Background: an optimization exercise with open tools, aiming at small area. Do not read the settings as production practice. Function was checked by simulation only, so behaviour that the tests miss may differ from the original.

## the reference run
## top
module top(
    input         clk,
    input         rst,
    input  [26:0] freq_config,
    input  [26:0] phas_config,
    output reg [13:0] S
    );
Size in the first run: roughly 1000 cells after synthesis, about 110 flip-flops, ~9500 µm² of cells after synthesis.
==> module hlut, before the edit <==
module hlut(input [4:0] v, output ta_none0, output ta_none1, output ta_none2, output ta_none3, output ta_ntwo0, output ta_ntwo1, output ta_ntwo2, output ta_neg0, output ta_neg1, output ta_neg2, output tb_none0, output tb_none1, output tb_none2, output tb_ntwo0, output tb_ntwo1, output tb_ntwo2, output tb_neg0, output tb_neg1, output tb_neg2);
    assign ta_none0 = 32'h732d5555 >> v;
    assign ta_none1 = 32'h9b25a5a5 >> v;
    assign ta_none2 = 32'h03fc3f07 >> v;
    assign ta_none3 = 32'h00003bff >> v;
    assign ta_ntwo0 = 32'hadf6eeee >> v;
    assign ta_ntwo1 = 32'h7cfbde7b >> v;
    assign ta_ntwo2 = 32'hffffc0ff >> v;
    assign ta_neg0 = 32'h08488888 >> v;
    assign ta_neg1 = 32'h041c4318 >> v;
    assign ta_neg2 = 32'h0003c400 >> v;
    assign tb_none0 = 32'h00e4ab30 >> v;
    assign tb_none1 = 32'h33b8f03f >> v;
    assign tb_none2 = 32'hff008fff >> v;
    assign tb_ntwo0 = 32'hff5b77cf >> v;
    assign tb_ntwo1 = 32'hfc7f0fff >> v;
    assign tb_ntwo2 = 32'h00ffffff >> v;
    assign tb_neg0 = 32'haa36cc3f >> v;
    assign tb_neg1 = 32'hc0c88fc0 >> v;
    assign tb_neg2 = 32'hffff7000 >> v;
endmodule
Settings: LEC_CHECK=0, ABC_AREA=1, CAP_MARGIN=20, CORE_MARGIN=2, CORE_UTILIZATION=60, GPL_TIMING_DRIVEN=0, SLEW_MARGIN=20, SYNTH_HIERARCHICAL=1, SYNTH_MINIMUM_KEEP_SIZE=0; clock period 8.0 ns.
standard.sh (not shown) runs the stock make flow with config.mk's settings and CLKGATE_MAP_FILE= SYNTH_SCRIPT=/design/flow/synth_recipe.tcl, a recipe that flattens the netlist after the stock synthesis.
==> flow/flow/run.sh <==
#!/bin/bash
# The standard layout (the standard.sh), with three changes:
#  - the port buffers are the smallest buffer, sky130_fd_sc_hd__buf_1;
#  - clock tree synthesis inserts no dummy loads;
#  - the buffers that synthesis inserted are removed at floorplan
#    (REMOVE_ABC_BUFFERS), since placement is not timing driven
#    (GPL_TIMING_DRIVEN 0 in config.mk) and so does not remove them itself.
# The make output goes to standard_flow.log; each ORFS step keeps its own log
# under orfs/logs.
set -euo pipefail
bash standard.sh \
  'BUFFER_PORTS_ARGS=-buffer_cell sky130_fd_sc_hd__buf_1' \
  'CTS_ARGS=-sink_clustering_enable -repair_clock_nets -dont_use_dummy_load' \
  REMOVE_ABC_BUFFERS=1 \
  finish > standard_flow.log 2>&1
Looking at the reports, the reference run completed the entire flow and the layout it produced met the timing, DRC and antenna checks.
diff inputs: the reference run => the trial run
--- a/flow/design.v
+++ b/flow/design.v
@@ -692,24 +692,24 @@
 module cmaj(input a, input b, input c, output co);
     assign co = (a & b) | (c & (a | b));
 endmodule
 module hlut(input [4:0] v, output ta_none0, output ta_none1, output ta_none2, output ta_none3, output ta_ntwo0, output ta_ntwo1, output ta_ntwo2, output ta_neg0, output ta_neg1, output ta_neg2, output tb_none0, output tb_none1, output tb_none2, output tb_ntwo0, output tb_ntwo1, output tb_ntwo2, output tb_neg0, output tb_neg1, output tb_neg2);
     assign ta_none0 = 32'h732d5555 >> v;
     assign ta_none1 = 32'h9b25a5a5 >> v;
-    assign ta_none2 = 32'h03fc3f07 >> v;
-    assign ta_none3 = 32'h00003bff >> v;
+    assign ta_none2 = 32'h03fc3f03 >> v;
+    assign ta_none3 = 32'h00003fff >> v;
     assign ta_ntwo0 = 32'hadf6eeee >> v;
     assign ta_ntwo1 = 32'h7cfbde7b >> v;
     assign ta_ntwo2 = 32'hffffc0ff >> v;
     assign ta_neg0 = 32'h08488888 >> v;
-    assign ta_neg1 = 32'h041c4318 >> v;
-    assign ta_neg2 = 32'h0003c400 >> v;
+    assign ta_neg1 = 32'h041c431c >> v;
+    assign ta_neg2 = 32'h0003c000 >> v;
     assign tb_none0 = 32'h00e4ab30 >> v;
     assign tb_none1 = 32'h33b8f03f >> v;
-    assign tb_none2 = 32'hff008fff >> v;
+    assign tb_none2 = 32'hff00afff >> v;
     assign tb_ntwo0 = 32'hff5b77cf >> v;
     assign tb_ntwo1 = 32'hfc7f0fff >> v;
     assign tb_ntwo2 = 32'h00ffffff >> v;
-    assign tb_neg0 = 32'haa36cc3f >> v;
-    assign tb_neg1 = 32'hc0c88fc0 >> v;
-    assign tb_neg2 = 32'hffff7000 >> v;
+    assign tb_neg0 = 32'haa76cc3f >> v;
+    assign tb_neg1 = 32'hc0c8afc0 >> v;
+    assign tb_neg2 = 32'hffff7011 >> v;
 endmodule
==> comparison <==
The trial run completed end to end with timing, DRC and antenna clean.
The reference run and the trial run ended up with nearly the same fraction of final layout cells sized beyond drive strength 1.
Summary: total number of vias, the trial run better than the reference run
The trial run ends up with a initial core utilization that is 0.26 points lower than in the reference run.
Maximum fanout encountered on the critical timing path up 6 in the trial run wrt the reference run
There was hardly any difference in clock buffer and inverter area fraction after layout between the reference run and the trial run.
| post-synthesis instance area | the trial run vs the reference run | about 0.4% lower |
On the trial run: worst slack on hold paths is 0.018 ns higher than what the reference run gave.
Compared the trial run against the reference run; footprint of the multi-input gates within noise.
STATUS setup slack after layout: the trial run wins against the reference run

## port drivers added, routing unchanged
In the flow no input, the clock included, has a driving cell. The finished layouts below were timed again as built, in two steps.
Step 1, drivers: a clkbuf_16 drives clk and a buf_2 each remaining input, both assumed.
Step 2 times the ports against the registers' clock, not the clock port: input delays grow and output delays shrink by t, the midpoint of the rising clock arrivals with the driver on.
Slacks: ideal / step 1 / step 2; pairs: ideal / step 1.
run	t (ns)	setup slack, ns	hold slack, ns	worst register clock-pin slew, ns
the reference run	0.386	0.418 / 0.418 / 0.259	0.311 / 0.311 / 0.311	0.08 / 0.08
the trial run	0.389	0.495 / 0.495 / 0.226	0.329 / 0.329 / 0.329	0.09 / 0.09
After both steps every run listed still meets setup and hold. For the trial run, which loses most, drivers alone change the setup slack by 0.000 ns; drivers and shift together by -0.269 ns.
